What follows belongs to an exercise in optimizing a design on an open flow for small area; a production flow would make more cautious choices.
RTL that was checked went through simulation tests only; none was proved equivalent to the original.
The RTL of runs 3 to 5 was laid out without a check of its function.
No activity file was given, so power comes from the tool's default toggle rates.

**flow/config.mk**
```make
export PLATFORM = sky130hd
export DESIGN_NAME = nChannelServoController
export DESIGN_NICKNAME = nChannelServoController
export VERILOG_FILES = /design/flow/design.v
export SDC_FILE = /design/flow/constraint.sdc
export NUM_CORES = 4
export LEC_CHECK = 0
export ABC_AREA = 1
export CAP_MARGIN = 20
export CORE_MARGIN = 2
export CORE_UTILIZATION = 60
export CTS_BUF_LIST = sky130_fd_sc_hd__clkbuf_8
export CTS_CLUSTER_DIAMETER = 100
export CTS_CLUSTER_SIZE = 20
export SLEW_MARGIN = 20
```
**flow/constraint.sdc**
```tcl
create_clock -name core_clock -period 20.0 [get_ports {clock}]
set_input_delay 4.0000 -clock core_clock [delete_from_list [all_inputs] [get_ports {clock}]]
set_output_delay 4.0000 -clock core_clock [all_outputs]
set_load 0.01 [all_outputs]
```
**flow/design.v**
```verilog
module nChannelServoController (
	input clock,
	input reset,
	input [7:0] control,
	input [3:0] address,
	input load,
	output [15:0] pwm,
	output reg [6:0] decodedValue1,
	output reg [6:0] decodedValue2
);
function [6:0] seg7;
	input [3:0] v;
	case (v)
		4'h0: seg7 = 7'b1000000;
		4'h1: seg7 = 7'b1111001;
		4'h2: seg7 = 7'b0100100;
		4'h3: seg7 = 7'b0110000;
		4'h4: seg7 = 7'b0011001;
		4'h5: seg7 = 7'b0010010;
		4'h6: seg7 = 7'b0000010;
		4'h7: seg7 = 7'b0111000;
		4'h8: seg7 = 7'b0000000;
		4'h9: seg7 = 7'b0011000;
		4'hA: seg7 = 7'b1001000;
		4'hB: seg7 = 7'b0000011;
		4'hC: seg7 = 7'b0100111;
		4'hD: seg7 = 7'b0100000;
		4'hE: seg7 = 7'b0000100;
		4'hF: seg7 = 7'b0001110;
	endcase
endfunction
always @(*) begin
	decodedValue1 = seg7(control[3:0]);
	decodedValue2 = seg7(control[7:4]);
end
localparam [3:0] P = 4'd8;
localparam [4:0] E = 5'd10;
reg [3:0] ptr;
reg [4:0] slow;
wire wrap = (ptr == P);
wire send = (slow == E);
wire tick = wrap & send;
always @(posedge clock) begin
	if (reset) begin
		ptr  <= P;
		slow <= E;
	end else begin
		ptr  <= {ptr[2:0], ptr[3] ^ ptr[2]};
		slow <= {slow[3] & ~send, slow[2:0], slow[4] ^ slow[2]};
	end
end
reg [7:0] lo;
reg [4:0] h;
always @(posedge clock) begin
	if (reset) begin
		lo <= 8'hC1;
		h  <= 5'b00000;
	end else if (tick) begin
		lo <= lo + 8'd1;
		if (lo == 8'hFF)
			h <= {h[3:0], ~h[4]};
	end
end
wire early = ~h[4] & ~h[0] & lo[7] & lo[6] & (|lo[5:0]);
wire mid   = h[0] & ~h[1];
function le8;
	input [7:0] a;
	input [7:0] b;
	integer j;
	reg l;
	begin
		l = 1'b1;
		for (j = 0; j < 8; j = j + 1)
			l = (b[j] & l) | (b[j] & ~a[j]) | (l & ~a[j]);
		le8 = l;
	end
endfunction
function high;
	input [7:0] d;
	input [7:0] lo_;
	input early_;
	input mid_;
	high = early_ | (mid_ & le8(lo_, d));
endfunction
reg [3:0] paddr;
reg [7:0] pctl;
always @(posedge clock) begin
	if (reset | tick)
		paddr <= (load & ~reset) ? ~address : 4'h0;
	if (tick)
		pctl <= control;
end
reg sweep;
always @(posedge clock)
	sweep <= reset | (sweep & ~(wrap & ~tick));
reg [8:0] ring [0:14];			 
wire wr = (paddr == ptr);
wire [8:0] ins = wr ? {1'b1, pctl} : {ring[0][8] & ~sweep, ring[0][7:0]};
integer j;
always @(posedge clock) begin
	for (j = 0; j < 14; j = j + 1)
		ring[j] <= ring[j + 1];
	ring[14] <= ins;
end
localparam [59:0] POS = {4'd1, 4'd2, 4'd5, 4'd3, 4'd9, 4'd6, 4'd11, 4'd0, 4'd4, 4'd8, 4'd10, 4'd14, 4'd7, 4'd13, 4'd12};
reg [14:0] shadow;
always @(posedge clock)
	shadow <= {ring[0][8] & high(ring[0][7:0], lo, early, mid), shadow[14:1]};
wire upd = tick & ~sweep;
wire ovr = ~reset & high(control, lo, early, mid);
reg [14:0] pwm_r;
genvar r;
generate
	for (r = 0; r < 15; r = r + 1) begin : ch
		wire sel = reset | (tick & load & (address == r));
		always @(posedge clock)
			pwm_r[r] <= sel ? ovr : (upd ? shadow[POS[4*r +: 4]] : pwm_r[r]);
	end
endgenerate
reg [7:0] duty15;
reg loaded15;
reg pwm15;
wire sel15 = tick & load & (address == 4'd15);
wire [7:0] duty15_n = sel15 ? control : duty15;
wire loaded15_n = ~reset & (loaded15 | sel15);
always @(posedge clock) begin
	duty15 <= duty15_n;
	loaded15 <= loaded15_n;
	if (reset)
		pwm15 <= 1'b0;
	else if (tick)
		pwm15 <= loaded15_n & high(duty15_n, lo, early, mid);
end
assign pwm = {pwm15, pwm_r};
endmodule
```
**flow/flow/run.sh**
```bash
#!/bin/bash
# The standard layout (standard.sh) with these changes:
#  - synthesis maps the combinational logic with flow/abc_area.script, an
#    area-only abc mapping (see flow/synth.tcl), and leaves adders to abc
#    instead of extracting half/full adder cells first (ADDER_MAP_FILE empty);
#    registers are mapped exactly as in the standard flow's synthesis;
#  - clock tree synthesis adds no dummy loads (CTS_ARGS);
#  - the input and output port buffers are made from the smallest buffer cell
#    (sky130_fd_sc_hd__buf_1) instead of the one buffer_ports picks by default.
# The make output goes to standard.log; ORFS keeps each step's log in orfs/logs.
set -euo pipefail
export FLOW_WORK="$PWD"
export BUFFER_PORTS_ARGS="-buffer_cell sky130_fd_sc_hd__buf_1"
# CTS as ORFS runs it from config.mk's CTS settings, without dummy loads.
export CTS_ARGS="-sink_clustering_enable -repair_clock_nets -sink_clustering_size 20 -sink_clustering_max_diameter 100 -buf_list sky130_fd_sc_hd__clkbuf_8 -dont_use_dummy_load"
sed "s#SYNTH_SCRIPT=[^ ]*#SYNTH_SCRIPT=$PWD/flow/synth.tcl ADDER_MAP_FILE=#" standard.sh > own.sh
grep -q "SYNTH_SCRIPT=$PWD/flow/synth.tcl ADDER_MAP_FILE=" own.sh
bash own.sh > standard.log 2>&1
```
**flow/flow/abc_area.script**
```
strash
ifraig
dch
map -a
topo
dnsize -c
```
**flow/flow/synth.tcl**
```tcl
# The standard flow's synthesis script (synth_recipe.tcl, run unchanged) with one change:
# the abc call that maps the combinational logic reads flow/abc_area.script,
# an area-only mapping, instead of ORFS's abc_area.script. Registers are
# mapped before abc, by dfflibmap, exactly as in the standard synthesis.
set my_abc_script [file join $::env(FLOW_WORK) flow abc_area.script]
proc abc {args} {
  set i [lsearch -exact $args -script]
  if { $i >= 0 } {
    set args [lreplace $args [expr { $i + 1 }] [expr { $i + 1 }] $::my_abc_script]
  }
  puts "abc script: $::my_abc_script"
  yosys abc {*}$args
}
source [file join $::env(FLOW_WORK) synth_recipe.tcl]
```
**flow/standard.sh**
```bash
#!/bin/bash
# synth_recipe.tcl (not shown) runs the flow's synth.tcl, then flattens the netlist and writes it again
# the make line also repeats each setting of config.mk as NAME=value (left out here)
make -C /OpenROAD-flow-scripts/flow DESIGN_CONFIG=/design/flow/config.mk WORK_HOME=/design/flow/orfs CLKGATE_MAP_FILE= SYNTH_SCRIPT=/design/flow/synth_recipe.tcl "${@:-finish}"
```
==> results_dict.tcl, run 1 <==
set metrics [dict create \
    status "timing/DRC/antenna clean" \
    pin_count 45 \
    p_switching_mw 0.157 \
    syn_avg_cell_area_um2 11.3 \
    dieArea_mm2 0.0107 \
    clock_latency_ns 0.48 \
    io_buffers 44 \
    async_flop_share_pct 0 \
    r2r_slack_ns 16.21 \
    dp_hpwl_um 6690 \
    core_mm2 0.00968 \
    htreeDepth 1 \
    critPathLaunchType "primary input" \
    gp_congestion 0.897 \
    wirelength_um 10000 \
    p_leak_nw 2.50 \
    maxCapViolCount 0 \
    final_nets 602 \
    critPathCaptureType "output pin" \
    synth_nets 540 \
    cts_tree "done" \
    synth_cell_types 22 \
    drt_iter0_drc 170 \
    setup-tns-final_ns 0 \
    period_share_pct 45.8 \
    dr.pass1.iters 5 \
    overflow 0 \
    ant_nets 0 \
    grt_setup_unrepaired "false" \
    via_per_inst 5.18 \
    vias 3717 \
    path_class "in2out" \
    p_int_mw 0.557 \
    reg2reg_depth 18 \
    relSlewSlack_pct 42.3 \
    timing.final.max_slew_violations 0 \
    die_w_um 104 \
    drc_errors 0 \
    initial_utilization_pct 61.4 \
    synth_top_area_cell "dfxtp_1" \
    track_usage_pct 18.9 \
    power.density_mw_per_mm2 110 \
    root_buffer "clkbuf_8" \
    yosys_register_bits 210 \
    cts_buffer_depth 3 \
    grt_pass1_wl_um 16600 \
    postCtsSetupRepairBufs 0 \
    cp_max_fo 7 \
    synthTopCellsByArea "dfxtp_1 62%, edfxtp_1 14%, nand2_1 5.1%, o21ai_0 3.9%, nor2_1 2.8%" \
    diodes 0 \
    core.rowCount 36 \
    synth_top_area_share_pct 61.6 \
    required_ns 16.00 \
    clock_skew_ns 0.0572 \
    syn-instance-count 525 \
    yosysWarnings 2 \
    worstHoldPathCells 0 \
    p_comb_share_pct 5.5 \
    routedWlPerCell_um 13.9 \
    antenna_found_initial 0 \
    clock_sinks 210 \
    ctsHoldBuffers 0 \
    die_h_um 104 \
    hold_violations 0 \
    drive_gt1_share_pct 3.76 \
    min_period_ns 9.15 \
    whs_ns 0.322 \
    switching_share_pct 22.0 \
    seq_area_frac_synth_pct 75.3 \
    synth_edf_count 27 \
    p_seq_share_pct 69.4 \
    syn_area_mm2 0.00594 \
    fmax_ghz 0.109 \
    power.clock.fraction_pct 25.1 \
    grt_pass1_vias 3471 \
    critical_path_arrival_ns 5.15 \
    fillCellCount 774 \
    grt_max_degree 34 \
    synth_flop_cell "dfxtp_1" \
    hp-class "reg2reg" \
    setup_viol 0 \
    area_growth_syn_to_layout_pct 9.07 \
    path_clk_slew_ns 0.12 \
    cts.repair.resized 0 \
    worstMarginPinSlew_ns 0.862 \
    cts_buffers 14 \
    ir_drop_mv 0.0863 \
]
[sequential cells by signal, summed over array words and instances (netlist names), 4 cells and up]
signal,cells
h,5
ring,135
lo,8
pctl,8
duty15,8
pwm_r,15
slow,5
ptr,4
paddr,4
shadow,15
[per-layer routing]
layer | track usage, % | wire length (um)
met1 | 26.7 | 4840
met2 | 30.2 | 4530
met5 | 0 | 0
met4 | 5.69 | 240
met3 | 3.34 | 399
[cell families (layout without fill, tap and decap cells)]
| group | after synthesis | after routing | synth area share [%] |
|---|---|---|---|
| buffers and inverters | 44 | 104 | 2.84 |
| XOR/XNOR | 4 | 4 | 0.589 |
| AND/OR/NAND/NOR | 159 | 159 | 10.9 |
| AO/OA/AOI/OAI | 108 | 108 | 10.4 |
| flip-flops | 210 | 210 | 75.3 |
[through the flow]
| stage | setup slack [ns] | power, mW | cells | instance area [um^2] | util, % |
|---|---|---|---|---|---|
| after CTS | 10.89 | 0.721 | 718 | 6480 | 67.0 |
| after global placement | 10.95 | 0.543 | 704 | 6290 | 65.0 |
| after floorplan | 11.34 | 0.524 | 525 | 5940 | - |
| final | 10.85 | 0.714 | 718 | 6480 | 67.0 |
| after detailed placement | 10.89 | 0.545 | 704 | 6290 | 65.0 |
| after global routing | 10.76 | 0.744 | 718 | 6480 | 67.0 |
[synthesized netlist by cell type (all sizes together) (3+ instances only)]
| cell | count |
|---|---|
| dfxtp | 183 |
| nand2 | 81 |
| o21ai | 46 |
| nor2 | 44 |
| clkinv | 43 |
| a21oi | 29 |
| edfxtp | 27 |
| nor3 | 15 |
| o22ai | 12 |
| nand3 | 11 |
| a221oi | 7 |
| or2 | 5 |
| a22oi | 4 |
| a31oi | 3 |
| nand4 | 3 |
[critical path, stage by stage]
cell and delay (ns):
buf_1 0.22, clkinv_1 0.23, nor2_1 0.21, nor2_1 0.13, a31oi_1 0.18, buf_1 0.17
[placed cells by master (no fill, tap or decap), types with 3 or more instances in the layout]
master	netlist	final
buf_1	0	44
o21ai_0	46	46
dfxtp_1	183	183
buf_4	1	3
nor3_1	15	15
nand2_1	81	81
a221oi_1	7	7
nand3_1	11	11
clkinv_1	43	43
nor2_1	44	44
o22ai_1	12	12
or2_2	5	5
edfxtp_1	27	27
nand4_1	3	3
a31oi_1	3	3
a22oi_1	4	4
clkbuf_8	0	14
a21oi_1	29	29
[cell type report]
cell class | count | area, um^2 | share of cell area, %
clock buffer | 14 | 193 | 2.97
sequential | 210 | 4470 | 69.0
multi-input combinational | 271 | 1300 | 20.1
timing repair buffer | 47 | 188 | 2.89
tap | 133 | 166 | 2.57
inverter | 43 | 161 | 2.49
[power by group through the flow]
stage / logic, mW / clock network (mW) / registers (mW)
CTS: 0.0393 / 0.184 / 0.497
finish: 0.0394 / 0.179 / 0.496
global placement: 0.0383 / 0 / 0.504
detailed placement: 0.0391 / 0 / 0.506
floorplan: 0.0236 / 0 / 0.501
global route: 0.0442 / 0.198 / 0.501
[worst paths after layout]
check / to / startpoint
setup / recovery: decodedValue1[0] / control[2]
hold / removal: ring[13][7] / ring[14][7]
setup reg to reg: pwm15 / ptr[2]
hold reg to reg: ring[13][7] / ring[14][7]
==> run 2: changes to the inputs <==
--- a/flow/flow/run.sh
+++ b/flow/flow/run.sh
@@ -14,3 +14,3 @@
 # CTS as ORFS runs it from config.mk's CTS settings, without dummy loads.
-export CTS_ARGS="-sink_clustering_enable -repair_clock_nets -sink_clustering_size 20 -sink_clustering_max_diameter 100 -buf_list sky130_fd_sc_hd__clkbuf_8 -dont_use_dummy_load"
+export CTS_ARGS="-sink_clustering_enable -repair_clock_nets -sink_clustering_size 16 -sink_clustering_max_diameter 100 -buf_list sky130_fd_sc_hd__clkbuf_8 -dont_use_dummy_load"
 sed "s#SYNTH_SCRIPT=[^ ]*#SYNTH_SCRIPT=$PWD/flow/synth.tcl ADDER_MAP_FILE=#" standard.sh > own.sh
--- a/flow/config.mk
+++ b/flow/config.mk
@@ -13,3 +13,3 @@
 export CTS_CLUSTER_DIAMETER = 100
-export CTS_CLUSTER_SIZE = 20
+export CTS_CLUSTER_SIZE = 16
 export SLEW_MARGIN = 20
==> run 2 against run 1 <==
Still clean. Non-clock buffer count did not move. Hold slack lost 0.063 ns. Total power increased by 2.1%. Worst setup slack improved by 0.0085 ns. Sequential power is essentially flat. Clock skew up 0.0055 ns. Critical path depth unchanged. Cell area increased by 0.64%. Area after synthesis is the same. Clock power increased by 8%. Largest power group unchanged. Highest routed layer unchanged.
==> results_dict.tcl, run 2 <==
set metrics [dict create \
    clock_skew_ns 0.0627 \
    yosysWarnings 2 \
    via_per_inst 5.15 \
    fin_ws_ns 10.85 \
    overflow 0 \
    cts_buffers 17 \
    drive_gt1_share_pct 4.25 \
    cts.repair.resized 0 \
    largest_register "ring" \
    hp-class "reg2reg" \
    grt_pass1_vias 3500 \
    die_h_um 104 \
    met2_usage_pct 30.2 \
    synth.most_common_cell "dfxtp_1" \
    synth_nets 540 \
    path_clk_slew_ns 0.09 \
    final_nets 605 \
    critPathCaptureType "output pin" \
    syn_avg_cell_area_um2 11.3 \
    ant_nets 0 \
    grtUsageMet3_pct 3.27 \
    dieArea_mm2 0.0107 \
    critical_path_arrival_ns 5.15 \
    biggestRegsByFlops "ring (135), pwm_r (15), shadow (15)" \
    seq_area_frac_synth_pct 75.3 \
    wirelength_um 10000 \
    ctsHoldBuffers 0 \
    cts_tree "done" \
    drt_iter0_drc 173 \
    layout_common_cells "183 x dfxtp_1, 81 x nand2_1, 46 x o21ai_0" \
    worstMarginPinSlew_ns 0.858 \
    fillCellCount 781 \
    crit_chain "buf_1 -> clkinv_1 -> nor2_1 -> nor2_1 -> o22ai_1 -> buf_1" \
    diodes 0 \
    synth_edf_count 27 \
    grt_max_degree 34 \
    regArea_mm2 0.00447 \
    cpPeakStageDelay_ns 0.25 \
    path_class "in2out" \
    busiest_layer "met2" \
    vias 3716 \
    power.density_mw_per_mm2 112 \
    gp_congestion 0.897 \
    htreeDepth 1 \
    synth_flop_cell "dfxtp_1" \
    initial_utilization_pct 61.4 \
    p_leak_nw 2.52 \
    hold_violations 0 \
    crit_family "buffers and inverters" \
    grt_setup_unrepaired "false" \
    required_ns 16.00 \
    maxCapViolCount 0 \
    use_met1_pct 26.4 \
    relSlewSlack_pct 42.6 \
    dp_hpwl_um 6690 \
    power_mw 0.729 \
    async_flop_share_pct 0 \
    synth_cell_types 22 \
    postCtsSetupRepairBufs 0 \
    routedWlPerCell_um 13.9 \
    core_mm2 0.00968 \
    antenna_found_initial 0 \
    area_growth_syn_to_layout_pct 9.77 \
    cts_buffer_depth 3 \
    fmax_ghz 0.109 \
    drc_errors 0 \
    synth_top_area_cell "dfxtp_1" \
    pin_count 45 \
    r2r_slack_ns 16.28 \
    timing.final.max_slew_violations 0 \
    syn_area_mm2 0.00594 \
    yosys_register_bits 210 \
    min_period_ns 9.15 \
    synth_common_cells "183 x dfxtp_1, 81 x nand2_1, 46 x o21ai_0" \
    synthTopCellsByArea "dfxtp_1 62%, edfxtp_1 14%, nand2_1 5.1%, o21ai_0 3.9%, nor2_1 2.8%" \
    period_share_pct 45.7 \
    syn-instance-count 525 \
    largest_register_ffs 135 \
    synth_top_area_share_pct 61.6 \
    status "timing/DRC/antenna clean" \
    layout_commonest_cell "dfxtp_1" \
    dp_slack_ns 10.89 \
    core.rowCount 36 \
    critPathLaunchType "primary input" \
    root_buffer "clkbuf_8" \
    multi_input_area_mm2 0.00130 \
    cp_max_fo 9 \
    clock_sinks 210 \
    io_buffers 44 \
    setup_viol 0 \
    clock_latency_ns 0.48 \
    track_usage_pct 18.9 \
    die_w_um 104 \
    cp_slowest_cell "nor2_1" \
    setup-tns-final_ns 0 \
    dr.pass1.iters 4 \
    cp_num_buf_inv 3 \
    ir_drop_mv 0.0706 \
    grt_pass1_wl_um 16600 \
]
run 2: power by group:
part	switching, mW	internal (mW)
clock network	0.118	0.0765
logic	0.0261	0.0132
registers	0.0158	0.480
total	0.159	0.570
run 2: metrics by stage:
stage	util, %	hold slack, ns	cells	area (um^2)
after global routing	67.4	0.256	721	6530
final	67.4	0.259	721	6530
after global placement	65.0	0.310	704	6290
after CTS	67.4	0.256	721	6530
after floorplan	-	0.310	525	5940
after detailed placement	65.0	0.312	704	6290
run 2: metal layers:
metal / vias to the layer above / part of all wire, %
met5: - / 0
met2: 81 / 46
met1: 1716 / 48
met3: 21 / 3.7
met4: 0 / 2.5
li1: 1898 / -
run 2: logic make-up after synthesis:
family / synth area share [%]
AO/OA/AOI/OAI: 10.4
AND/OR/NAND/NOR: 10.9
XOR/XNOR: 0.589
buffers and inverters: 2.84
flip-flops: 75.3
run 2: final timing paths:
path                       to         from  depth (start not counted)
min               ring[13][8]  ring[14][8]                          0
max reg2reg             pwm15       ptr[2]                         18
min reg2reg       ring[13][8]  ring[14][8]                          0
max          decodedValue2[0]   control[6]                          6
run 2: worst register-to-register path, cell delays in order (launching register included):
cell and delay (ns):
dfxtp_1 0.33, clkinv_1 0.07, nand2_1 0.07, nor3_1 0.18, clkinv_1 0.12, nor2_1 0.11, buf_4 0.23, clkinv_1 0.20
nor2_1 0.21, nand3_1 0.51, o21ai_0 0.53, nand2_1 0.09, nand3_1 0.08, o221ai_1 0.13, a21oi_1 0.18, a221oi_1 0.07
o21ai_0 0.29, a21oi_1 0.13, o21ai_0 0.14
run 2: layout make-up:
cell class	instances	share of cell area (%)
Multi-Input combinational cell	271	19.9
Timing Repair Buffer	47	2.88
Inverter	43	2.47
Tap cell	133	2.55
Clock buffer	17	3.59
Sequential cell	210	68.6
==> run 3: changes to the inputs <==
--- a/flow/design.v
+++ b/flow/design.v
@@ -51,3 +51,3 @@
 end
-reg [7:0] lo;
+reg [7:0] nlo;			 
 reg [4:0] h;
@@ -55,7 +55,7 @@
 	if (reset) begin
-		lo <= 8'hC1;
-		h  <= 5'b00000;
+		nlo <= ~8'hC1;
+		h   <= 5'b00000;
 	end else if (tick) begin
-		lo <= lo + 8'd1;
-		if (lo == 8'hFF)
+		nlo <= nlo - 8'd1;
+		if (nlo == 8'h00)
 			h <= {h[3:0], ~h[4]};
@@ -63,2 +63,3 @@
 end
+wire [7:0] lo = ~nlo;
 wire early = ~h[4] & ~h[0] & lo[7] & lo[6] & (|lo[5:0]);
==> flow/flow/abc_area.script (replaced) <==
strash
ifraig
dch
map -a
strash
dch
map -a
topo
dnsize -c
==> run 3 against run 2 <==
First-iteration DRC count increased by 8.7%. Area after synthesis decreased by 0.42%. Critical path type unchanged. Still clean on timing, DRC and antenna. Largest cell class unchanged. Routed wire length decreased by 4.8%.
==> results_dict.tcl, run 3 <==
set metrics [dict create \
    die_h_um 103 \
    p_leak_nw 2.48 \
    critPathCaptureType "output pin" \
    synth_xor_area_share_pct 0.888 \
    critical_path_arrival_ns 5.20 \
    antenna_found_initial 0 \
    synth_cell_types 21 \
    worstHoldPathCells 0 \
    pin_count 45 \
    wirelength_um 9530 \
    required_ns 16.00 \
    synth-compound-area-share_pct 10.8 \
    min_from "ring[12][7]" \
    routedWlPerCell_um 13.3 \
    diodes 0 \
    core_mm2 0.00968 \
    ctsHoldBuffers 0 \
    yosys_register_bits 210 \
    cts_buffers 17 \
    holdPathEnd "ring[11][7]" \
    overflow 0 \
    clock_skew_ns 0.0534 \
    power.density_mw_per_mm2 114 \
    synth_simple_gate_area_share_pct 9.53 \
    clock_latency_ns 0.47 \
    critPathLaunchType "primary input" \
    cts_tree "done" \
    crit_family "buffers and inverters" \
    largest_register "ring" \
    track_usage_pct 18.6 \
    syn_avg_cell_area_um2 11.3 \
    largest_register_ffs 135 \
    synth_flop_cell "dfxtp_1" \
    root_buffer "clkbuf_8" \
    synth_top_area_share_pct 61.9 \
    min_period_ns 9.20 \
    vias 3615 \
    layout_common_cells "183 x dfxtp_1, 82 x nand2_1, 51 x o21ai_0" \
    gp_congestion 0.876 \
    io_buffers 44 \
    worstMarginPinSlew_ns 0.949 \
    r2r-end "h[1]" \
    synth_top_family_by_area "compound AO/OA/AOI/OAI gates" \
    place_area_mm2 0.00625 \
    biggestRegsByFlops "ring (135), pwm_r (15), shadow (15)" \
    timing.final.max_slew_violations 0 \
    power_mw 0.736 \
    r2r_start "ptr[3]" \
    async_flop_share_pct 0 \
    cp_num_buf_inv 4 \
    status "timing/DRC/antenna clean" \
    synth.most_common_cell "dfxtp_1" \
    synth_mux_area_share_pct 0 \
    layout_commonest_cell "dfxtp_1" \
    htreeDepth 1 \
    synthTopCellsByArea "dfxtp_1 62%, edfxtp_1 14%, nand2_1 5.2%, o21ai_0 4.3%, a21oi_1 3.2%" \
    r2r_slack_ns 15.43 \
    grt_pass1_vias 3308 \
    maxCapViolCount 0 \
    ant_nets 0 \
    design_area_mm2 0.00648 \
    yosysWarnings 2 \
    cpPeakStageDelay_ns 0.32 \
    crit_chain "buf_1 -> clkinv_1 -> o21ai_0 -> clkinv_1 -> o21ai_0 -> buf_1" \
    ir_drop_mv 0.0704 \
    die_w_um 103 \
    fmax_ghz 0.109 \
    clock_sinks 210 \
    cp_slowest_cell "o21ai_0" \
    initial_utilization_pct 61.1 \
    setup_viol 0 \
    setup-tns-final_ns 0 \
    synth_nets 538 \
    dieArea_mm2 0.0107 \
    area_growth_syn_to_layout_pct 9.55 \
    grt_pass1_wl_um 15500 \
    core.rowCount 36 \
    dp_hpwl_um 6480 \
    path_class "in2out" \
    drt_iter0_drc 188 \
    hp-class "reg2reg" \
    utilization_pct 67.0 \
    cp_max_fo 7 \
    drc_errors 0 \
    final_nets 601 \
    cts_buffer_depth 3 \
    grt_max_degree 38 \
    hold_violations 0 \
    synth_edf_count 27 \
    period_share_pct 46.0 \
    dr.pass1.iters 4 \
    reg2reg_depth 24 \
    postCtsSetupRepairBufs 0 \
    synth_top_area_cell "dfxtp_1" \
    relSlewSlack_pct 36.5 \
    whs_ns 0.278 \
    path_clk_slew_ns 0.09 \
    syn-instance-count 523 \
    drive_gt1_share_pct 3.60 \
    syn_area_mm2 0.00592 \
    synthAdderAreaFrac_pct 0 \
    cts.repair.resized 0 \
    grt_setup_unrepaired "false" \
    seq_area_frac_synth_pct 75.6 \
    synth_common_cells "183 x dfxtp_1, 82 x nand2_1, 51 x o21ai_0" \
    via_per_inst 5.04 \
]
==> run 3: changes by cell type in the layout (fill, tap and decap cells not counted), sizes merged, moves of 3 or more <==
| cell | before | now |
|---|---|---|
| a221oi | 7 | 3 |
| o21ai | 46 | 51 |
| nor2 | 44 | 37 |
| nor3 | 15 | 11 |
| a22oi | 4 | 7 |
| clkinv | 43 | 48 |
| a21oi | 29 | 38 |
| nand3 | 11 | 5 |
==> run 3: cell type report <==
class	instances	area, um^2
sequential	210	4470
fill	762	3200
clock buffer	17	234
tap	133	166
multi-input combinational	264	1260
inverter	48	180
timing repair buffer	45	173
==> run 3: where the power goes <==
part           switching [mW]  leakage, nW  internal [mW]  total [mW]
logic                  0.0257        0.583         0.0129      0.0386
clock network           0.116        0.122         0.0764       0.192
registers              0.0177         1.78          0.488       0.505
==> run 3: worst max path at each step <==
stage / from / endpoint / slack (ns) / cells after the start
3_5_place_dp: control[1] / decodedValue1[5] / 10.82 / 6
5_1_grt: control[1] / decodedValue1[5] / 10.63 / 6
4_1_cts: control[1] / decodedValue1[5] / 10.82 / 6
2_1_floorplan: control[4] / decodedValue2[5] / 11.31 / 4
6_report: control[1] / decodedValue1[5] / 10.80 / 6
3_3_place_gp: control[4] / decodedValue2[5] / 10.94 / 6
==> run 3: metrics by stage <==
stage | setup WS, ns | cells
floorplan | 11.31 | 523
detailed placement | 10.82 | 700
CTS | 10.82 | 717
global placement | 10.94 | 700
finish | 10.80 | 717
global route | 10.63 | 717
==> run 3: cell families (layout without fill, tap and decap cells) <==
family	count (synthesis)	after routing
DFF	210	210
and+or+nand+nor	141	141
AOI/OAI and AO/OA	117	117
buffers and inverters	49	110
xor gates and xnor gates	6	6
==> run 3: routing by layer <==
layer	vias to the layer above	part of all wire, %	global-route usage, %
met2	59	45	29.4
li1	1859	-	-
met4	0	2.1	5.57
met1	1681	48	26.3
met5	-	0	0
met3	16	4.2	3.43
==> run 3: worst reg2reg max path: cells and delay by family, from the launching register on <==
| family | cells | cell delay (ns) |
|---|---|---|
| flip-flops | 1 | 0.37 |
| AND/OR/NAND/NOR | 11 | 2.19 |
| buffers and inverters | 12 | 1.68 |
| AO/OA/AOI/OAI | 1 | 0.26 |
==> run 4: changes to the inputs <==
--- a/flow/flow/run.sh
+++ b/flow/flow/run.sh
@@ -14,3 +14,3 @@
 # CTS as ORFS runs it from config.mk's CTS settings, without dummy loads.
-export CTS_ARGS="-sink_clustering_enable -repair_clock_nets -sink_clustering_size 16 -sink_clustering_max_diameter 100 -buf_list sky130_fd_sc_hd__clkbuf_8 -dont_use_dummy_load"
+export CTS_ARGS="-sink_clustering_enable -repair_clock_nets -sink_clustering_size 24 -sink_clustering_max_diameter 100 -buf_list sky130_fd_sc_hd__clkbuf_16 -dont_use_dummy_load"
 sed "s#SYNTH_SCRIPT=[^ ]*#SYNTH_SCRIPT=$PWD/flow/synth.tcl ADDER_MAP_FILE=#" standard.sh > own.sh
==> run 4 against run 3 <==
Still clean on timing, DRC and antenna. Clock power grew 17%. Maximum frequency grew 0.18%. Combinational power is essentially flat. Final cell count shrank 0.70%. Register-to-register slack gained 0.03 ns. Routed wire length is essentially flat. Count of clock-buffer cells in the layout shrank 5. Worst setup slack gained 0.017 ns. Flip-flop and latch count is the same. Critical path depth is the same. Critical path type unchanged. Largest power group unchanged.
==> results_dict.tcl, run 4 <==
set metrics [dict create \
    drive_gt1_share_pct 2.76 \
    pin_count 45 \
    syn-instance-count 523 \
    grt_pass1_vias 3255 \
    cts_buffers 12 \
    hold_violations 0 \
    wirelength_um 9520 \
    htreeDepth 1 \
    layout_common_cells "183 x dfxtp_1, 82 x nand2_1, 51 x o21ai_0" \
    synth_top_area_cell "dfxtp_1" \
    antenna_found_initial 0 \
    final_nets 596 \
    p_leak_nw 2.51 \
    die_h_um 103 \
    timing.final.max_slew_violations 0 \
    critPathCaptureType "output pin" \
    clock_sinks 210 \
    maxCapViolCount 0 \
    dp_slack_ns 10.82 \
    dr.pass1.iters 5 \
    core_mm2 0.00968 \
    r2r_start "ptr[3]" \
    synth_flop_cell "dfxtp_1" \
    overflow 0 \
    hp-class "reg2reg" \
    power.density_mw_per_mm2 117 \
    ctsHoldBuffers 0 \
    area_growth_syn_to_layout_pct 10.7 \
    root_buffer "clkbuf_16" \
    min_period_ns 9.18 \
    grt_max_degree 38 \
    seq_area_frac_synth_pct 75.6 \
    status "timing/DRC/antenna clean" \
    path_clk_slew_ns 0.08 \
    fin_ws_ns 10.82 \
    crit_path_start "control[1]" \
    syn_avg_cell_area_um2 11.3 \
    io_buffers 44 \
    via_per_inst 5.02 \
    biggestRegsByFlops "ring (135), pwm_r (15), shadow (15)" \
    relSlewSlack_pct 37.0 \
    cts_buffer_depth 3 \
    r2r-end "h[1]" \
    largest_register "ring" \
    die_w_um 103 \
    cp_max_fo 7 \
    grt_pass1_wl_um 15500 \
    drc_errors 0 \
    drt_iter0_drc 180 \
    gp_congestion 0.876 \
    initial_utilization_pct 61.1 \
    period_share_pct 45.9 \
    core.rowCount 36 \
    vias 3575 \
    syn_area_mm2 0.00592 \
    synth_cell_types 21 \
    place_area_mm2 0.00625 \
    reg2reg_depth 24 \
    synth.most_common_cell "dfxtp_1" \
    fmax_ghz 0.109 \
    largest_register_ffs 135 \
    routedWlPerCell_um 13.4 \
    clock_skew_ns 0.0174 \
    setup-tns-final_ns 0 \
    cts_tree "done" \
    setup_viol 0 \
    postCtsSetupRepairBufs 0 \
    synthTopCellsByArea "dfxtp_1 62%, edfxtp_1 14%, nand2_1 5.2%, o21ai_0 4.3%, a21oi_1 3.2%" \
    dieArea_mm2 0.0107 \
    cts.repair.resized 0 \
    yosys_register_bits 210 \
    required_ns 16.00 \
    design_area_mm2 0.00655 \
    ant_nets 0 \
    endpoint "decodedValue1[5]" \
    dp_hpwl_um 6480 \
    ir_drop_mv 0.0827 \
    track_usage_pct 18.6 \
    synth_nets 538 \
    r2r_slack_ns 15.46 \
    synth_top_area_share_pct 61.9 \
    clock_latency_ns 0.44 \
    diodes 0 \
    synth_common_cells "183 x dfxtp_1, 82 x nand2_1, 51 x o21ai_0" \
    async_flop_share_pct 0 \
    layout_commonest_cell "dfxtp_1" \
    path_class "in2out" \
    grt_setup_unrepaired "false" \
    critical_path_arrival_ns 5.18 \
    yosysWarnings 2 \
    critPathLaunchType "primary input" \
    synth_edf_count 27 \
    worstMarginPinSlew_ns 0.942 \
]
[run 4: cell counts after synthesis]
No cell type changed its count.
[run 4: cells by family after synthesis]
kind of cell / synth area share, %
flops: 75.6
compound gates: 10.8
xor+xnor: 0.888
simple gates: 9.53
buf+inv: 3.17
[run 4: worst min-delay path by stage]
stage	start	end	slack (ns)	depth (start not counted)
global placement	ring[9][5]	ring[8][5]	0.31	0
global route	ring[2][7]	ring[1][7]	0.32	0
CTS	ring[2][7]	ring[1][7]	0.31	0
detailed placement	ring[1][2]	ring[0][2]	0.31	0
finish	ring[2][7]	ring[1][7]	0.31	0
floorplan	ring[1][0]	ring[0][0]	0.31	0
[run 4: power breakdown]
group / internal (mW) / total (mW) / switching, mW
Sequential: 0.488 / 0.505 / 0.0177
Combinational: 0.0129 / 0.0387 / 0.0258
Clock: 0.107 / 0.224 / 0.116
Total: 0.608 / 0.768 / 0.160
[run 4: critical path: stages]
cell and delay (ns):
buf_1 0.23, clkinv_1 0.20, o21ai_0 0.32, clkinv_1 0.10, o21ai_0 0.16, buf_1 0.17
[run 4: routing by layer]
metal  track usage [%]  vias to the layer above  share of wire, %
met2              29.7                       64                45
met3              3.23                       17               4.0
li1                  -                     1856                 -
met1              26.2                     1638                49
met5                 0                        -                 0
met4              5.97                        0               2.4
[run 4: metrics by stage]
step / hold WS, ns / power, mW / utilization [%] / cells
global route: 0.319 / 0.801 / 67.6 / 712
floorplan: 0.310 / 0.533 / - / 523
finish: 0.315 / 0.768 / 67.6 / 712
CTS: 0.314 / 0.775 / 67.6 / 712
detailed placement: 0.312 / 0.554 / 64.5 / 700
global placement: 0.310 / 0.552 / 64.5 / 700
[run 4: area by class of cell]
| class | instances | area (um^2) |
|---|---|---|
| inverters | 48 | 180 |
| repair buffers | 45 | 173 |
| multi-input cells | 264 | 1260 |
| fillers | 747 | 3130 |
| flip-flops and latches | 210 | 4470 |
| clock buffers | 12 | 300 |
| well taps | 133 | 166 |
==> run 5: changes to the inputs <==
--- a/flow/flow/run.sh
+++ b/flow/flow/run.sh
@@ -14,3 +14,3 @@
 # CTS as ORFS runs it from config.mk's CTS settings, without dummy loads.
-export CTS_ARGS="-sink_clustering_enable -repair_clock_nets -sink_clustering_size 24 -sink_clustering_max_diameter 100 -buf_list sky130_fd_sc_hd__clkbuf_16 -dont_use_dummy_load"
+export CTS_ARGS="-sink_clustering_enable -repair_clock_nets -sink_clustering_size 10 -sink_clustering_max_diameter 100 -buf_list sky130_fd_sc_hd__clkbuf_4 -dont_use_dummy_load"
 sed "s#SYNTH_SCRIPT=[^ ]*#SYNTH_SCRIPT=$PWD/flow/synth.tcl ADDER_MAP_FILE=#" standard.sh > own.sh
==> run 5 against run 4 <==
Largest cell class unchanged. Critical endpoint is now decodedValue2[5]. Still clean. Via count grew 1.6%. Total power shrank 6.9%. Sequential power is essentially flat.
==> results_dict.tcl, run 5 <==
set metrics [dict create \
    cts.repair.resized 0 \
    clock_sinks 210 \
    worstHoldPathCells 0 \
    relSlewSlack_pct 37.3 \
    routedWlPerCell_um 13.2 \
    synth_flop_cell "dfxtp_1" \
    p_comb_share_pct 5.4 \
    final_nets 608 \
    layout_commonest_cell "dfxtp_1" \
    gp_congestion 0.876 \
    wirelength_um 9600 \
    drt_iter0_drc 163 \
    hp-class "reg2reg" \
    fillCellCount 779 \
    seq_area_frac_synth_pct 75.6 \
    fmax_ghz 0.108 \
    postCtsSetupRepairBufs 0 \
    min_from "ring[2][7]" \
    reg2reg_depth 24 \
    largest_register_ffs 135 \
    synth_edf_count 27 \
    yosysWarnings 2 \
    pin_count 45 \
    grt_pass1_wl_um 15700 \
    cts_tree "done" \
    setup_viol 0 \
    layout_common_cells "183 x dfxtp_1, 82 x nand2_1, 51 x o21ai_0" \
    ant_nets 0 \
    vias 3631 \
    via_per_inst 5.01 \
    synthTopCellsByArea "dfxtp_1 62%, edfxtp_1 14%, nand2_1 5.2%, o21ai_0 4.3%, a21oi_1 3.2%" \
    drive_gt1_share_pct 4.74 \
    worstMarginPinSlew_ns 0.937 \
    ctsHoldBuffers 0 \
    async_flop_share_pct 0 \
    clock_latency_ns 0.57 \
    io_buffers 44 \
    synth_nets 538 \
    core_mm2 0.00968 \
    grt_setup_unrepaired "false" \
    cts_buffers 24 \
    min_period_ns 9.24 \
    cts_buffer_depth 3 \
    die_h_um 103 \
    clock_skew_ns 0.00991 \
    r2r_start "ptr[3]" \
    fin_ws_ns 10.76 \
    synth.most_common_cell "dfxtp_1" \
    overflow 0 \
    dp_hpwl_um 6480 \
    largest_register "ring" \
    path_clk_slew_ns 0.10 \
    setup-tns-final_ns 0 \
    grt_pass1_vias 3383 \
    syn_avg_cell_area_um2 11.3 \
    timing.final.max_slew_violations 0 \
    path_class "in2out" \
    syn_area_mm2 0.00592 \
    area_growth_syn_to_layout_pct 8.69 \
    p_seq_share_pct 70.7 \
    r2r-end "h[1]" \
    power.density_mw_per_mm2 111 \
    period_share_pct 46.2 \
    track_usage_pct 18.9 \
    p_int_mw 0.556 \
    required_ns 16.00 \
    root_buffer "clkbuf_4" \
    r2r_slack_ns 15.48 \
    maxCapViolCount 0 \
    ir_drop_mv 0.0638 \
    synth_common_cells "183 x dfxtp_1, 82 x nand2_1, 51 x o21ai_0" \
    p_leak_nw 2.47 \
    antenna_found_initial 0 \
    grt_max_degree 38 \
    switching_share_pct 22.2 \
    dp_slack_ns 10.82 \
    yosys_register_bits 210 \
    synth_top_area_cell "dfxtp_1" \
    critical_path_arrival_ns 5.24 \
    utilization_pct 66.4 \
    synth_top_area_share_pct 61.9 \
    crit_path_start "control[4]" \
    cp_max_fo 7 \
    critPathLaunchType "primary input" \
    p_switching_mw 0.158 \
    holdPathEnd "ring[1][7]" \
    dieArea_mm2 0.0107 \
    synth_cell_types 21 \
    core.rowCount 36 \
    initial_utilization_pct 61.1 \
    drc_errors 0 \
    biggestRegsByFlops "ring (135), pwm_r (15), shadow (15)" \
    htreeDepth 1 \
    power.clock.fraction_pct 23.8 \
    dr.pass1.iters 5 \
    critPathCaptureType "output pin" \
    syn-instance-count 523 \
    die_w_um 103 \
    hold_violations 0 \
    status "timing/DRC/antenna clean" \
]
## run 5: kinds of logic (layout without fill, tap and decap cells)
group / count (synthesis) / in the layout / synth area share (%)
other: 0 / 1 / 0
AND/OR/NAND/NOR: 141 / 141 / 9.53
AO/OA/AOI/OAI: 117 / 117 / 10.8
XOR/XNOR: 6 / 6 / 0.888
flip-flops: 210 / 210 / 75.6
buffers and inverters: 49 / 117 / 3.17
## run 5: per-layer routing
metal	track usage, %	part of all wire (%)	wire (um)	vias up
met4	6.48	2.6	251	0
li1	-	-	-	1886
met3	3.90	4.0	382	21
met2	29.6	45	4340	66
met5	0	0	0	-
met1	26.4	48	4620	1658
## run 5: per-stage QoR
step	power (mW)	std cells	hold WS (ns)	area, um^2
4_1_cts	0.724	724	0.321	6430
3_3_place_gp	0.552	700	0.310	6250
6_report	0.714	725	0.328	6430
3_5_place_dp	0.554	700	0.312	6250
5_1_grt	0.750	724	0.322	6430
2_1_floorplan	0.533	523	0.310	5920
## run 5: area by class of cell
cell class | instances | area (um^2) | share of cell area, %
diodes | 1 | 2.50 | 0.0389
clock buffers | 24 | 180 | 2.80
inverters | 48 | 180 | 2.80
multi-input cells | 264 | 1260 | 19.5
flip-flops and latches | 210 | 4470 | 69.5
well taps | 133 | 166 | 2.59
repair buffers | 45 | 173 | 2.68
## run 5: worst max-delay path by stage
stage | endpoint | slack (ns) | cells past startpoint
after detailed placement | decodedValue1[5] | 10.82 | 6
after global routing | decodedValue1[5] | 10.63 | 6
final | decodedValue2[5] | 10.76 | 6
after floorplan | decodedValue2[5] | 11.31 | 4
after CTS | decodedValue1[5] | 10.82 | 6
after global placement | decodedValue2[5] | 10.94 | 6
## run 5: power groups by stage
stage	clock, mW	sequential (mW)	combinational [mW]
after floorplan	0	0.509	0.0237
after global placement	0	0.514	0.0378
after detailed placement	0	0.515	0.0386
after CTS	0.179	0.506	0.0388
after global routing	0.194	0.511	0.0448
final	0.170	0.505	0.0386
## run 5: critical path, cell delays in order
cell,delay (ns)
buf_1,0.23
clkinv_1,0.23
o21ai_0,0.28
clkinv_1,0.12
o21ai_0,0.19
buf_1,0.18
==> run 6: changes to the inputs <==
--- a/flow/design.v
+++ b/flow/design.v
@@ -106,5 +106,7 @@
 localparam [59:0] POS = {4'd1, 4'd2, 4'd5, 4'd3, 4'd9, 4'd6, 4'd11, 4'd0, 4'd4, 4'd8, 4'd10, 4'd14, 4'd7, 4'd13, 4'd12};
-reg [14:0] shadow;
+wire level = ring[0][8] & high(ring[0][7:0], lo, early, mid);
+reg [14:1] shadow;
 always @(posedge clock)
-	shadow <= {ring[0][8] & high(ring[0][7:0], lo, early, mid), shadow[14:1]};
+	shadow <= {level, shadow[14:2]};
+wire [14:0] lvl = {shadow, level};
 wire upd = tick & ~sweep;
@@ -117,3 +119,3 @@
 		always @(posedge clock)
-			pwm_r[r] <= sel ? ovr : (upd ? shadow[POS[4*r +: 4]] : pwm_r[r]);
+			pwm_r[r] <= sel ? ovr : (upd ? lvl[POS[4*r +: 4]] : pwm_r[r]);
 	end
--- a/flow/config.mk
+++ b/flow/config.mk
@@ -11,5 +11,5 @@
 export CORE_UTILIZATION = 60
-export CTS_BUF_LIST = sky130_fd_sc_hd__clkbuf_8
+export CTS_BUF_LIST = sky130_fd_sc_hd__clkbuf_4
 export CTS_CLUSTER_DIAMETER = 100
-export CTS_CLUSTER_SIZE = 16
+export CTS_CLUSTER_SIZE = 10
 export SLEW_MARGIN = 20
==> run 6 against run 5 <==
Sequential share of layout area is 0.14 points lower. Total power is 0.81% higher. Still clean. Maximum frequency is 0.12% lower. Clock power barely moved. Non-clock buffer count rose by 1. Cell area fell by 0.25%.
==> results_dict.tcl, run 6 <==
set metrics [dict create \
    clock_skew_ns 0.0176 \
    synth_common_cells "182 x dfxtp_1, 76 x nand2_1, 54 x o21ai_0" \
    layout_common_cells "182 x dfxtp_1, 76 x nand2_1, 53 x o21ai_0" \
    fillCellCount 779 \
    path_clk_slew_ns 0.11 \
    power.clock.fraction_pct 23.6 \
    async_flop_share_pct 0 \
    synth_edf_count 27 \
    gp_congestion 0.808 \
    worstMarginPinSlew_ns 0.973 \
    required_ns 16.00 \
    period_share_pct 46.3 \
    cts.repair.resized 0 \
    switching_share_pct 22.2 \
    cp_max_fo 9 \
    maxCapViolCount 0 \
    reg2reg_depth 25 \
    vias 3719 \
    grt_setup_unrepaired "false" \
    pin_count 45 \
    core.rowCount 36 \
    p_switching_mw 0.160 \
    overflow 0 \
    area_growth_syn_to_layout_pct 8.80 \
    path_class "in2out" \
    drc_errors 0 \
    biggestRegsByFlops "ring (135), pwm_r (15), shadow (14)" \
    r2r_start "ptr[3]" \
    ir_drop_mv 0.0725 \
    ctsHoldBuffers 0 \
    min_from "ring[1][8]" \
    seq_area_frac_synth_pct 75.5 \
    cts_tree "done" \
    synth_nets 535 \
    ant_nets 0 \
    synth.most_common_cell "dfxtp_1" \
    final_nets 606 \
    die_h_um 103 \
    syn-instance-count 520 \
    p_leak_nw 2.45 \
    largest_register "ring" \
    critPathLaunchType "primary input" \
    cts_buffers 24 \
    via_per_inst 5.15 \
    grt_pass1_wl_um 15800 \
    postCtsSetupRepairBufs 0 \
    critical_path_arrival_ns 5.25 \
    wirelength_um 9640 \
    routedWlPerCell_um 13.4 \
    grt_max_degree 38 \
    layout_commonest_cell "dfxtp_1" \
    yosysWarnings 2 \
    drive_gt1_share_pct 5.09 \
    synth_flop_cell "dfxtp_1" \
    initial_utilization_pct 61.2 \
    p_comb_share_pct 5.5 \
    status "timing/DRC/antenna clean" \
    diodes 0 \
    dp_hpwl_um 6320 \
    clock_sinks 209 \
    yosys_register_bits 209 \
    dr.pass1.iters 6 \
    largest_register_ffs 135 \
    die_w_um 103 \
    min_period_ns 9.25 \
    r2r-end "h[1]" \
    setup-tns-final_ns 0 \
    antenna_found_initial 0 \
    cts_buffer_depth 3 \
    holdPathEnd "ring[0][8]" \
    power.density_mw_per_mm2 112 \
    syn_avg_cell_area_um2 11.3 \
    synth_cell_types 21 \
    synthTopCellsByArea "dfxtp_1 62%, edfxtp_1 14%, nand2_1 4.8%, o21ai_0 4.6%, a21oi_1 3.1%" \
    fmax_ghz 0.108 \
    clock_latency_ns 0.56 \
    hold_violations 0 \
    htreeDepth 1 \
    core_mm2 0.00964 \
    syn_area_mm2 0.00590 \
    drt_iter0_drc 165 \
    timing.final.max_slew_violations 0 \
    p_seq_share_pct 70.9 \
    grt_pass1_vias 3459 \
    critPathCaptureType "output pin" \
    synth_top_area_cell "dfxtp_1" \
    setup_viol 0 \
    dieArea_mm2 0.0106 \
    r2r_slack_ns 15.75 \
    utilization_pct 66.6 \
    worstHoldPathCells 0 \
    track_usage_pct 18.6 \
    synth_top_area_share_pct 61.8 \
    io_buffers 44 \
    p_int_mw 0.560 \
    relSlewSlack_pct 34.7 \
    root_buffer "clkbuf_4" \
    hp-class "reg2reg" \
]
[run 6: how the worst max path moves through the flow]
stage / start / end / slack, ns / depth (start not counted)
floorplan: control[1] / decodedValue1[5] / 11.32 / 4
global placement: control[4] / decodedValue2[5] / 10.87 / 6
detailed placement: control[4] / decodedValue2[5] / 10.75 / 6
CTS: control[4] / decodedValue2[5] / 10.76 / 6
global route: control[4] / decodedValue2[5] / 10.59 / 6
finish: control[4] / decodedValue2[5] / 10.75 / 6
[run 6: area by class of cell]
type / count / area [um^2] / area share [%]
Multi-Input combinational cell: 261 / 1250 / 19.5
Clock buffer: 24 / 180 / 2.81
Timing Repair Buffer: 46 / 180 / 2.81
Sequential cell: 209 / 4450 / 69.4
Inverter: 49 / 184 / 2.87
Tap cell: 133 / 166 / 2.59
[run 6: critical path, stage by stage]
cell and delay [ns]:
buf_1 0.31, clkinv_1 0.22, o21ai_0 0.30, clkinv_1 0.09, o21ai_0 0.17, buf_1 0.17
[run 6: power by group through the flow]
stage	combinational [mW]	clock, mW	sequential (mW)
detailed placement	0.0393	0	0.520
global route	0.0449	0.194	0.517
floorplan	0.0237	0	0.514
CTS	0.0396	0.179	0.512
finish	0.0397	0.170	0.510
global placement	0.0383	0	0.519
[run 6: cells by family (layout without fill, tap and decap cells)]
logic type	count (synthesis)	count (layout)	synth area share (%)
xor+xnor	6	6	0.891
flops	209	209	75.5
compound gates	118	118	11.0
simple gates	137	137	9.33
buf+inv	50	119	3.25
[run 6: metrics by stage]
stage	hold WS, ns	instance area [um^2]	power (mW)	std cells	setup slack [ns]
CTS	0.332	6410	0.730	721	10.76
finish	0.323	6420	0.720	722	10.75
global placement	0.310	6230	0.557	697	10.87
global route	0.341	6420	0.756	722	10.59
floorplan	0.310	5900	0.538	520	11.32
detailed placement	0.312	6230	0.559	697	10.75
[run 6: per-layer routing]
| metal | vias up | global-route usage (%) | wire length (um) |
|---|---|---|---|
| met4 | 0 | 5.36 | 130 |
| met3 | 14 | 4.47 | 498 |
| li1 | 1880 | - | - |
| met1 | 1728 | 26.7 | 4690 |
| met2 | 97 | 28.2 | 4320 |
| met5 | - | 0 | 0 |
==> run 7: changes to the inputs <==
--- a/flow/design.v
+++ b/flow/design.v
@@ -88,4 +88,6 @@
 always @(posedge clock) begin
-	if (reset | tick)
-		paddr <= (load & ~reset) ? ~address : 4'h0;
+	if (reset)
+		paddr <= 4'h0;
+	else if (tick)
+		paddr <= load ? ~address : 4'h0;
 	if (tick)
@@ -112,3 +114,3 @@
 wire upd = tick & ~sweep;
-wire ovr = ~reset & high(control, lo, early, mid);
+wire ovr = high(control, lo, early, mid);
 reg [14:0] pwm_r;
@@ -117,5 +119,10 @@
 	for (r = 0; r < 15; r = r + 1) begin : ch
-		wire sel = reset | (tick & load & (address == r));
+		wire sel = tick & load & (address == r);
 		always @(posedge clock)
-			pwm_r[r] <= sel ? ovr : (upd ? lvl[POS[4*r +: 4]] : pwm_r[r]);
+			if (reset)
+				pwm_r[r] <= 1'b0;
+			else if (sel)
+				pwm_r[r] <= ovr;
+			else if (upd)
+				pwm_r[r] <= lvl[POS[4*r +: 4]];
 	end
==> run 7 against run 6 <==
Still clean on timing, DRC and antenna. Clock skew rose by 0.0032 ns. Die area fell by 1.1%. Final cell count rose by 1.1%. Largest power group unchanged. Highest routed layer unchanged.
==> results_dict.tcl, run 7 <==
set metrics [dict create \
    worstMarginPinSlew_ns 0.932 \
    layout_common_cells "201 x dfxtp_1, 65 x nor2_1, 63 x nand2_1" \
    required_ns 16.00 \
    core_mm2 0.00933 \
    die_w_um 103 \
    min_from "ring[13][3]" \
    reg2reg_depth 23 \
    drc_errors 0 \
    drive_gt1_share_pct 5.16 \
    vias 3844 \
    io_buffers 44 \
    clock_skew_ns 0.0208 \
    clock_sinks 209 \
    yosys_register_bits 209 \
    grt_pass1_vias 3606 \
    yosysWarnings 2 \
    synth_common_cells "201 x dfxtp_1, 65 x nor2_1, 63 x nand2_1" \
    synth_edf_count 8 \
    r2r-end "h[0]" \
    gp_congestion 0.771 \
    grt_setup_unrepaired "false" \
    path_clk_slew_ns 0.10 \
    track_usage_pct 20.0 \
    p_leak_nw 2.42 \
    synth.most_common_cell "dfxtp_1" \
    postCtsSetupRepairBufs 0 \
    hp-class "reg2reg" \
    area_growth_syn_to_layout_pct 9.08 \
    critPathCaptureType "output pin" \
    path_class "in2out" \
    clock_latency_ns 0.57 \
    placed_cells 706 \
    cp_max_fo 7 \
    cts.repair.resized 0 \
    status "timing/DRC/antenna clean" \
    layout_commonest_cell "dfxtp_1" \
    fmax_ghz 0.107 \
    diodes 0 \
    overflow 0 \
    largest_register_ffs 135 \
    maxCapViolCount 0 \
    synth_top_area_share_pct 69.0 \
    critPathLaunchType "primary input" \
    setup_viol 0 \
    biggestRegsByFlops "ring (135), pwm_r (15), shadow (14)" \
    final_nets 618 \
    ir_drop_mv 0.0831 \
    ctsHoldBuffers 0 \
    root_buffer "clkbuf_4" \
    synth_nets 545 \
    synthTopCellsByArea "dfxtp_1 69%, nor2_1 4.2%, edfxtp_1 4.1%, nand2_1 4.1%, a21oi_1 3.2%" \
    holdPathEnd "ring[12][3]" \
    worstHoldPathCells 0 \
    r2r_start "ptr[3]" \
    syn_avg_cell_area_um2 11.0 \
    largest_register "ring" \
    fin_cells 730 \
    cts_buffer_depth 3 \
    setup-tns-final_ns 0 \
    initial_utilization_pct 62.5 \
    syn-instance-count 530 \
    relSlewSlack_pct 37.6 \
    dieArea_mm2 0.0105 \
    syn_area_mm2 0.00583 \
    synth_top_area_cell "dfxtp_1" \
    cts_tree "done" \
    synth_cell_types 26 \
    timing.final.max_slew_violations 0 \
    die_h_um 103 \
    ant_nets 0 \
    core.rowCount 35 \
    htreeDepth 1 \
    async_flop_share_pct 0 \
    dr.pass1.iters 4 \
    dp_hpwl_um 6610 \
    min_period_ns 9.39 \
    synth_flop_cell "dfxtp_1" \
    drt_iter0_drc 180 \
    routedWlPerCell_um 13.8 \
    r2r_slack_ns 16.45 \
    hold_violations 0 \
    antenna_found_initial 0 \
    wirelength_um 10100 \
    period_share_pct 46.9 \
    seq_area_frac_synth_pct 73.1 \
    critical_path_arrival_ns 5.39 \
    grt_max_degree 24 \
    power.density_mw_per_mm2 111 \
    via_per_inst 5.27 \
    grt_pass1_wl_um 16800 \
    cts_buffers 24 \
    pin_count 45 \
]
==> run 7: changes by cell type in the layout (fill, tap and decap cells not counted), moves of 4 or more <==
cell / delta
o22ai_1: +6
nand3_1: +4
o311a_1: +12
nand2_1: -13
dfxtp_1: +19
edfxtp_1: -19
nor3_1: -9
o211ai_1: +4
o21ai_0: -25
nor2_1: +27
==> run 7: per-stage QoR <==
stage          power (mW)  instance area, um^2  worst slack [ns]  util (%)  hold WS, ns
5_1_grt             0.740                 6360             10.46      68.2        0.330
6_report            0.703                 6360             10.61      68.2        0.324
3_5_place_dp        0.542                 6180             10.67      66.3        0.312
2_1_floorplan       0.523                 5830             11.27         -        0.310
4_1_cts             0.713                 6360             10.69      68.2        0.330
3_3_place_gp        0.541                 6180             10.87      66.3        0.310
==> run 7: power by group <==
| part | total, mW | switching [mW] | internal (mW) | leakage (nW) |
|---|---|---|---|---|
| sequential | 0.499 | 0.0186 | 0.480 | 1.75 |
| combinational | 0.0346 | 0.0230 | 0.0116 | 0.559 |
| clock | 0.170 | 0.114 | 0.0555 | 0.110 |
| total | 0.703 | 0.156 | 0.547 | 2.42 |
==> run 7: layout make-up <==
type | count | area [um^2]
Timing Repair Buffer | 48 | 195
Inverter | 49 | 184
Tap cell | 129 | 161
Sequential cell | 209 | 4260
Multi-Input combinational cell | 271 | 1380
Fill cell | 723 | 2970
Clock buffer | 24 | 180
==> run 7: cell families after synthesis <==
family | count (synthesis) | synth area share (%)
xor+xnor | 6 | 0.901
flops | 209 | 73.1
buf+inv | 50 | 3.28
compound gates | 121 | 13.0
simple gates | 144 | 9.70
==> run 7: worst max-delay path: stages <==
cell and delay [ns]:
buf_1 0.25, clkinv_1 0.21, nor2_1 0.23, nor2_1 0.10, a21oi_1 0.22, a21oi_1 0.07
a21oi_1 0.12, buf_1 0.18
==> run 7: per-layer routing <==
metal | GRT usage, % | share of wire, %
met1 | 27.1 | 47
met2 | 32.6 | 46
met3 | 4.07 | 5.6
met4 | 5.95 | 1.8
met5 | 0 | 0
==> run 7: worst max path at each step <==
| stage | slack [ns] | to | cells after the start | start |
|---|---|---|---|---|
| after floorplan | 11.27 | decodedValue2[1] | 6 | control[6] |
| after global placement | 10.87 | decodedValue2[1] | 8 | control[6] |
| after detailed placement | 10.67 | decodedValue2[1] | 8 | control[6] |
| after CTS | 10.69 | decodedValue2[1] | 8 | control[6] |
| after global routing | 10.46 | decodedValue2[1] | 8 | control[6] |
| final | 10.61 | decodedValue2[1] | 8 | control[6] |
==> run 8: changes to the inputs <==
--- a/flow/flow/run.sh
+++ b/flow/flow/run.sh
@@ -14,3 +14,3 @@
 # CTS as ORFS runs it from config.mk's CTS settings, without dummy loads.
-export CTS_ARGS="-sink_clustering_enable -repair_clock_nets -sink_clustering_size 10 -sink_clustering_max_diameter 100 -buf_list sky130_fd_sc_hd__clkbuf_4 -dont_use_dummy_load"
+export CTS_ARGS="-sink_clustering_enable -repair_clock_nets -sink_clustering_size 9 -sink_clustering_max_diameter 100 -buf_list sky130_fd_sc_hd__clkbuf_4 -dont_use_dummy_load"
 sed "s#SYNTH_SCRIPT=[^ ]*#SYNTH_SCRIPT=$PWD/flow/synth.tcl ADDER_MAP_FILE=#" standard.sh > own.sh
--- a/flow/config.mk
+++ b/flow/config.mk
@@ -13,3 +13,3 @@
 export CTS_CLUSTER_DIAMETER = 100
-export CTS_CLUSTER_SIZE = 10
+export CTS_CLUSTER_SIZE = 9
 export SLEW_MARGIN = 20
==> run 8 against run 7 <==
Still clean. Hold slack got worse by 0.016 ns. Cell area rose by 0.35%. Clock power increased by 4%. Final cell count grew 0.41%. Worst setup slack improved by 0.015 ns. Maximum frequency increased by 0.16%. First-iteration DRC count shrank 0.56%. Largest cell class unchanged.
==> results_dict.tcl, run 8 <==
set metrics [dict create \
    status "timing/DRC/antenna clean" \
    synth.most_common_cell "dfxtp_1" \
    synth_common_cells "201 x dfxtp_1, 65 x nor2_1, 63 x nand2_1" \
    path_class "in2out" \
    hp-class "reg2reg" \
    synth_top_area_share_pct 69.0 \
    diodes 0 \
    die_h_um 103 \
    drc_errors 0 \
    cts.repair.resized 0 \
    crit_top_cell "a21oi_1" \
    grt_pass1_wl_um 16600 \
    hold_violations 0 \
    postCtsSetupRepairBufs 0 \
    io_buffers 44 \
    vias 3831 \
    yosysWarnings 2 \
    largest_register_ffs 135 \
    layout_common_cells "201 x dfxtp_1, 65 x nor2_1, 63 x nand2_1" \
    utilization_pct 68.4 \
    grt_max_degree 24 \
    synth_cell_types 26 \
    path_clk_slew_ns 0.09 \
    cts_buffer_depth 3 \
    critPathLaunchType "primary input" \
    syn_area_mm2 0.00583 \
    dieArea_mm2 0.0105 \
    critPathCaptureType "output pin" \
    synthTopCellsByArea "dfxtp_1 69%, nor2_1 4.2%, edfxtp_1 4.1%, nand2_1 4.1%, a21oi_1 3.2%" \
    period_share_pct 46.9 \
    ir_drop_mv 0.0646 \
    gp_congestion 0.771 \
    min_period_ns 9.37 \
    crit_path_start "control[6]" \
    synth_flop_cell "dfxtp_1" \
    fmax_ghz 0.107 \
    overflow 0 \
    cts_buffers 27 \
    r2r_start "ptr[3]" \
    r2r-end "h[4]" \
    syn-instance-count 530 \
    routedWlPerCell_um 13.6 \
    via_per_inst 5.23 \
    dp_hpwl_um 6610 \
    ctsHoldBuffers 0 \
    htreeDepth 1 \
    wirelength_um 9970 \
    r2r_slack_ns 16.47 \
    async_flop_share_pct 0 \
    required_ns 16.00 \
    critical_path_arrival_ns 5.37 \
    maxCapViolCount 0 \
    dr.pass1.iters 5 \
    clock_latency_ns 0.57 \
    biggestRegsByFlops "ring (135), pwm_r (15), shadow (14)" \
    core.rowCount 35 \
    drt_iter0_drc 179 \
    reg2reg_depth 23 \
    synth_nets 545 \
    initial_utilization_pct 62.5 \
    endpoint "decodedValue2[1]" \
    final_nets 621 \
    clock_skew_ns 0.0519 \
    antenna_found_initial 0 \
    relSlewSlack_pct 36.8 \
    layout_commonest_cell "dfxtp_1" \
    seq_area_frac_synth_pct 73.1 \
    cts_tree "done" \
    die_w_um 103 \
    area_growth_syn_to_layout_pct 9.46 \
    crit_chain "buf_1 -> clkinv_1 -> nor2_1 -> nor2_1 -> a21oi_1 -> a21oi_1 -> a21oi_1 -> buf_1" \
    power.density_mw_per_mm2 111 \
    ant_nets 0 \
    setup-tns-final_ns 0 \
    timing.final.max_slew_violations 0 \
    cpPeakStageDelay_ns 0.24 \
    synth_top_area_cell "dfxtp_1" \
    setup_viol 0 \
    drive_gt1_share_pct 5.63 \
    track_usage_pct 19.9 \
    cp_max_fo 7 \
    p_leak_nw 2.43 \
    synth_edf_count 8 \
    largest_register "ring" \
    worstMarginPinSlew_ns 0.944 \
    grt_setup_unrepaired "false" \
    root_buffer "clkbuf_4" \
    core_mm2 0.00933 \
    yosys_register_bits 209 \
    clock_sinks 209 \
    grt_pass1_vias 3607 \
    cp_slowest_cell "buf_1" \
    syn_avg_cell_area_um2 11.0 \
    pin_count 45 \
]
run 8: cell counts after synthesis:
No cell type changed its count.
run 8: how the worst min path moves through the flow:
stage                          start         end  slack, ns  cells past startpoint
after floorplan           ring[1][0]  ring[0][0]       0.31                      0
after global placement    ring[7][1]  ring[6][1]       0.31                      0
after detailed placement  ring[2][2]  ring[1][2]       0.31                      0
after CTS                  shadow[6]   shadow[5]       0.31                      0
after global routing       shadow[6]   shadow[5]       0.31                      0
final                      shadow[6]   shadow[5]       0.31                      0
run 8: kinds of logic after synthesis:
kind of cell | after synthesis | synth area share (%)
buffers and inverters | 50 | 3.28
AOI/OAI and AO/OA | 121 | 13.0
and+or+nand+nor | 144 | 9.70
xor gates and xnor gates | 6 | 0.901
DFF | 209 | 73.1
run 8: critical path, delay by kind of cell:
kind                   cells  cell delay [ns]
AO/OA/AOI/OAI              3             0.41
buffers and inverters      3             0.63
AND/OR/NAND/NOR            2             0.33
run 8: final cells by class:
cell class / instances / area, um^2
Sequential cell: 209 / 4260
Timing Repair Buffer: 48 / 195
Inverter: 49 / 184
Fill cell: 718 / 2950
Clock buffer: 27 / 203
Tap cell: 129 / 161
Multi-Input combinational cell: 271 / 1380
run 8: where the power goes:
group	total (mW)	switching [mW]	internal, mW	leakage (nW)
logic	0.0346	0.0229	0.0116	0.559
registers	0.498	0.0184	0.480	1.75
clock network	0.177	0.115	0.0621	0.124
total	0.710	0.156	0.554	2.43
run 8: through the flow:
stage	hold WS (ns)	cells	area (um^2)	power, mW	worst slack [ns]
after floorplan	0.310	530	5830	0.523	11.27
after global placement	0.310	706	6180	0.541	10.87
after detailed placement	0.312	706	6180	0.542	10.67
after CTS	0.305	733	6380	0.721	10.69
after global routing	0.305	733	6380	0.748	10.46
final	0.308	733	6380	0.710	10.63
run 8: metal layers:
metal | GRT usage [%] | part of all wire, % | up-vias
met2 | 32.4 | 47 | 108
met5 | 0 | 0 | -
li1 | - | - | 1939
met1 | 27.0 | 47 | 1766
met3 | 3.80 | 5.3 | 18
met4 | 6.56 | 1.4 | 0

[port drivers added, routing unchanged]
No port has a modelled driver above. Below, the same layouts with a new extraction and two added sets of constraints. Step 1 assumes that a clkbuf_16 drives the clock port and a buf_2 every other input. Step 2 moves the port delays by t, midway between the first and last clock arrival at a register: inputs arrive t later, outputs are due t later. That takes back most of the time a late clock gives input paths. a / b / c = no drivers / after step 1 / after step 2; a / b = the first two.
run | t, ns | setup slack, ns | slew at the worst register clock pin (ns)
run 1 | 0.487 | 10.845 / 10.823 / 10.823 | 0.12 / 0.12
run 2 | 0.482 | 10.854 / 10.830 / 10.830 | 0.10 / 0.10
run 3 | 0.484 | 10.803 / 10.778 / 10.778 | 0.10 / 0.10
run 4 | 0.473 | 10.820 / 10.795 / 10.795 | 0.09 / 0.09
run 5 | 0.600 | 10.757 / 10.735 / 10.735 | 0.11 / 0.11
run 6 | 0.581 | 10.746 / 10.723 / 10.723 | 0.11 / 0.11
run 7 | 0.591 | 10.612 / 10.586 / 10.586 | 0.11 / 0.11
run 8 | 0.574 | 10.627 / 10.601 / 10.601 | 0.10 / 0.10
After both steps setup and hold are still met in every run listed.
